From an optimization exercise on the open Yosys and OpenROAD flow, aimed at small area, a short achievable clock period and few clock cycles per item; shortcuts taken in it are not production practice. The RTL was checked by simulation tests, not by an equivalence proof against the original design. Power figures rest on the tool's default switching activity, not on a simulated workload.

==> flow/design.v <==
module sc_ram #(
    parameter ADDR_WIDTH=8, 
    parameter DATA_WIDTH=16
)
(
    input logic clk,
    input logic rst,
    input logic wea,
    output logic wready,
    input logic [ADDR_WIDTH-1:0] addra,
    input logic [DATA_WIDTH-1:0] dia,
    input logic [ADDR_WIDTH-1:0] addrb,
    output logic [DATA_WIDTH-1:0] dob_ring,    
    output logic                  dob_fwd,     
    output logic [DATA_WIDTH-1:0] dob_buf      
);
localparam LW = 4;                     
localparam HW = ADDR_WIDTH - LW;       
localparam NP = 2**LW;                 
localparam NR = 2**HW;                 
logic [DATA_WIDTH-1:0] ring [NR-1:0][NP-1:0];
logic [LW-1:0] phase;
logic [LW-1:0] tag [NP-1:0];
logic                  wb_valid;
logic [ADDR_WIDTH-1:0] wb_addr;
logic [LW-1:0]         wb_place;       
logic [DATA_WIDTH-1:0] wb_data;
logic                  wb_commit;      
assign wb_commit = wb_valid && (wb_place == NP-1);
always_ff @(posedge clk or posedge rst) begin
    if (rst) begin
        phase <= '0;
        for (int p = 0; p < NP; p++)
            tag[p] <= p[LW-1:0];
        wb_valid <= 1'b0;
        wready <= 1'b1;
    end else begin
        phase <= phase + 1'b1;
        for (int p = 1; p < NP; p++)
            tag[p] <= tag[p-1];
        tag[0] <= tag[NP-1];
        if (wea && wready) begin
            wb_valid <= 1'b1;
            wready <= 1'b0;
        end else if (wb_commit) begin
            wb_valid <= 1'b0;
            wready <= 1'b1;
        end
    end
end
always_ff @(posedge clk) begin
    if (wea && wready) begin
        wb_addr  <= addra;
        wb_place <= addra[LW-1:0] + phase + 1'b1;
        wb_data  <= dia;
    end else begin
        wb_place <= wb_place + 1'b1;
    end
end
always_ff @(posedge clk) begin
    for (int r = 0; r < NR; r++) begin
        for (int p = 1; p < NP; p++)
            ring[r][p] <= ring[r][p-1];
        ring[r][0] <= (wb_commit && wb_addr[ADDR_WIDTH-1:LW] == r[HW-1:0]) ? wb_data : ring[r][NP-1];
    end
end
logic [NP-1:0] rd_place;
logic          rd_fwd;
always_comb begin
    for (int p = 0; p < NP; p++)
        rd_place[p] = addrb[LW-1:0] == tag[p];
end
assign rd_fwd = wb_valid && (wb_addr == addrb);
logic [DATA_WIDTH-1:0] by_place [NP-1:0];
logic [DATA_WIDTH-1:0] rd_word;
logic [DATA_WIDTH-1:0] t1 [NP-1:0][7:0];
logic [DATA_WIDTH-1:0] t2 [NP-1:0][3:0];
logic [DATA_WIDTH-1:0] t3 [NP-1:0][1:0];
logic [HW-1:0] hi;
assign hi = addrb[ADDR_WIDTH-1:LW];
always_comb begin
    for (int p = 0; p < NP; p++) begin
        for (int k = 0; k < 8; k++) t1[p][k] = hi[0] ? ring[2*k+1][p] : ring[2*k][p];
        for (int k = 0; k < 4; k++) t2[p][k] = hi[1] ? t1[p][2*k+1] : t1[p][2*k];
        for (int k = 0; k < 2; k++) t3[p][k] = hi[2] ? t2[p][2*k+1] : t2[p][2*k];
        by_place[p] = hi[3] ? t3[p][1] : t3[p][0];
    end
end
genvar gb, gp;
generate
    for (gb = 0; gb < DATA_WIDTH; gb++) begin : g_out
        logic [NP-1:0] col;
        for (gp = 0; gp < NP; gp++) begin : g_place
            assign col[gp] = by_place[gp][gb];
        end
        sel_or16 u_sel (.sel(rd_place), .d(col), .y(rd_word[gb]));
    end
endgenerate
assign dob_ring = rd_word;
assign dob_fwd = rd_fwd;
assign dob_buf = wb_data;
endmodule  
module sel_or16 (
    input  logic [15:0] sel,
    input  logic [15:0] d,
    output logic        y
);
assign y = |(sel & d);
endmodule  
module li_ram #(
    parameter ADDR_WIDTH=8,
    parameter DATA_WIDTH=16
)
(
    input clk,
    input rst,
    input logic [ADDR_WIDTH-1:0] rd_req_addr_in,
    input logic                      rd_req_valid_in,
    output logic                     rd_req_ready_out,
    output logic [DATA_WIDTH-1:0] rd_resp_data_out,
    output logic                      rd_resp_valid_out,
    input logic                       rd_resp_ready_in,
    input logic [ADDR_WIDTH-1:0]  wr_addr_in,
    input logic [DATA_WIDTH-1:0]  wr_data_in,
    input logic                       wr_valid_in,
    output logic                      wr_ready_out
);
logic [DATA_WIDTH-1:0] rd_ring;   
logic                  rd_fwd;    
logic [DATA_WIDTH-1:0] rd_buf;    
logic rd_acc;
assign rd_acc = rd_req_valid_in && rd_req_ready_out;
sc_ram #(
    .ADDR_WIDTH(ADDR_WIDTH),
    .DATA_WIDTH(DATA_WIDTH)
) li_ram_storage (
    .clk(clk),
    .rst(rst),
    .wea(wr_valid_in),
    .wready(wr_ready_out),
    .addra(wr_addr_in),
    .dia(wr_data_in),
    .addrb(rd_req_addr_in),
    .dob_ring(rd_ring),
    .dob_fwd(rd_fwd),
    .dob_buf(rd_buf)
);
logic [DATA_WIDTH-1:0] skid_data;
logic                  skid_valid;
logic                  out_free;
assign out_free = !rd_resp_valid_out || rd_resp_ready_in;
always_ff @(posedge clk or posedge rst) begin
    if (rst) begin
        rd_resp_valid_out <= 1'b0;
        skid_valid <= 1'b0;
        rd_req_ready_out <= 1'b1;
    end else begin
        if (out_free) begin
            rd_resp_valid_out <= skid_valid || rd_acc;
            skid_valid <= 1'b0;
            rd_req_ready_out <= 1'b1;
        end else if (rd_acc) begin
            skid_valid <= 1'b1;
            rd_req_ready_out <= 1'b0;
        end
    end
end
logic [DATA_WIDTH-1:0] alt_data;
logic                  use_alt;
logic [DATA_WIDTH-1:0] new_data;
assign alt_data = skid_valid ? skid_data : rd_buf;
assign use_alt  = skid_valid || rd_fwd;
assign new_data = use_alt ? alt_data : rd_ring;
always_ff @(posedge clk) begin
    if (out_free)
        rd_resp_data_out <= new_data;
    if (!out_free && !skid_valid)
        skid_data <= new_data;
end
endmodule  
make LEC_CHECK=0 CAP_MARGIN=20 CORE_MARGIN=2 CORE_UTILIZATION=35 CTS_CLUSTER_DIAMETER=80 CTS_CLUSTER_SIZE=25 SETUP_SLACK_MARGIN=1.5 SLEW_MARGIN=20 SYNTH_HIERARCHICAL=1 SYNTH_MINIMUM_KEEP_SIZE=0 finish   # period 3.7 ns
run.sh (not shown) runs the stock make flow with config.mk's settings and CLKGATE_MAP_FILE= SYNTH_SCRIPT=/design/flow/synth_recipe.tcl, a recipe that flattens the netlist after the stock synthesis.
The baseline completed without violations.
Testbench counts at the start, summed over its fixed seeds: cycles 24,008, reads 20,000.
Next try:
--- a/flow/config.mk
+++ b/flow/config.mk
@@ -9,6 +9,6 @@
 export CORE_MARGIN = 2
-export CORE_UTILIZATION = 35
+export CORE_UTILIZATION = 30
 export CTS_CLUSTER_DIAMETER = 80
-export CTS_CLUSTER_SIZE = 25
-export SETUP_SLACK_MARGIN = 1.5
+export CTS_CLUSTER_SIZE = 30
+export SETUP_SLACK_MARGIN = 1.2
 export SLEW_MARGIN = 20
Effect: Fmax decreases by 0.70%. Worst hold slack improved by 230 ps. Final area increases by 1.2%. Clock skew increases by 23 ps. Global-route usage decreases by 2.6 points. Worst setup slack got worse by 19 ps. Clock power decreases by about 4%. Combinational power increases by about 4%.
Next try:
--- a/flow/config.mk
+++ b/flow/config.mk
@@ -9,6 +9,7 @@
 export CORE_MARGIN = 2
-export CORE_UTILIZATION = 30
+export CORE_UTILIZATION = 45
 export CTS_CLUSTER_DIAMETER = 80
 export CTS_CLUSTER_SIZE = 30
-export SETUP_SLACK_MARGIN = 1.2
+export PLACE_DENSITY = 0.7
+export SETUP_SLACK_MARGIN = 1.5
 export SLEW_MARGIN = 20
Global-route usage came out higher by 7.3 points.
Die area came out lower by about 33%.
Sequential share of layout area came out higher by 1.3 points.
Area after synthesis does not change.
Register-to-register slack is better by 70 ps.
Utilization came out higher by 17 points.
Combinational power came out lower by about 2%.
Cell count came out lower by 15%.
Total power came out lower by 1.0%.
Via count hardly moves.
Next try:
--- a/flow/config.mk
+++ b/flow/config.mk
@@ -9,6 +9,5 @@
 export CORE_MARGIN = 2
-export CORE_UTILIZATION = 45
+export CORE_UTILIZATION = 30
 export CTS_CLUSTER_DIAMETER = 80
 export CTS_CLUSTER_SIZE = 30
-export PLACE_DENSITY = 0.7
 export SETUP_SLACK_MARGIN = 1.5
After rerunning:
- routed wire length went up by a little under a tenth
- area after synthesis does not change
- cell count climbs by about a fifth
- hold slack gets better by 3.5 ps
- sequential share of layout area decreases by 1.8 points
- die area came out higher by well over a third
Next try:
--- a/flow/config.mk
+++ b/flow/config.mk
@@ -12,3 +12,3 @@
 export CTS_CLUSTER_SIZE = 30
-export SETUP_SLACK_MARGIN = 1.5
+export SETUP_SLACK_MARGIN = 1.8
 export SLEW_MARGIN = 20
The new run finished clean.
Sequential power stays flat.
Synthesized area stays the same.
Via count came out higher by 1.4%.
Hold slack improved by 69 ps.
Synthesized cell count is unchanged.
Cell area went up by 1.5%.
Setup slack loses 170 ps.

[static timing again, ports no longer ideal]
The results above use ideal ports. As a check the final layouts listed here were re-extracted and re-timed, cells and wires unchanged.
Step 1 (the two cells are an assumption about what drives the block):
set clk [get_ports {clk}]
set_driving_cell -lib_cell sky130_fd_sc_hd__clkbuf_16 $clk
set_driving_cell -lib_cell sky130_fd_sc_hd__buf_2 [delete_from_list [all_inputs] $clk]
Step 2 also shifts input and output timing later by t, the mid clock arrival at the registers, as if the neighbouring blocks saw the same clock.
a / b / c = no drivers / after step 1 / after step 2; a / b = the first two.
run	shift t [ns]	slack for setup (ns)	clock arrival spread, ns	worst slew at a driven data input, ns
the first run	1.000	1.014 / 0.898 / -0.102	0.044 / 0.044	0.27
the second run	0.978	0.995 / 0.851 / -0.128	0.068 / 0.067	0.33
the third run	0.980	0.977 / 0.812 / -0.169	0.059 / 0.059	0.28
the fourth run	0.970	1.006 / 0.740 / -0.229	0.047 / 0.047	0.56
the fifth run	0.984	0.832 / 0.614 / -0.371	0.091 / 0.091	0.47
With both steps, setup timing fails in every run listed, where it was met with ideal ports. For the fourth run, which loses most, drivers alone change the setup slack by -0.266 ns; drivers and shift together by -1.235 ns.
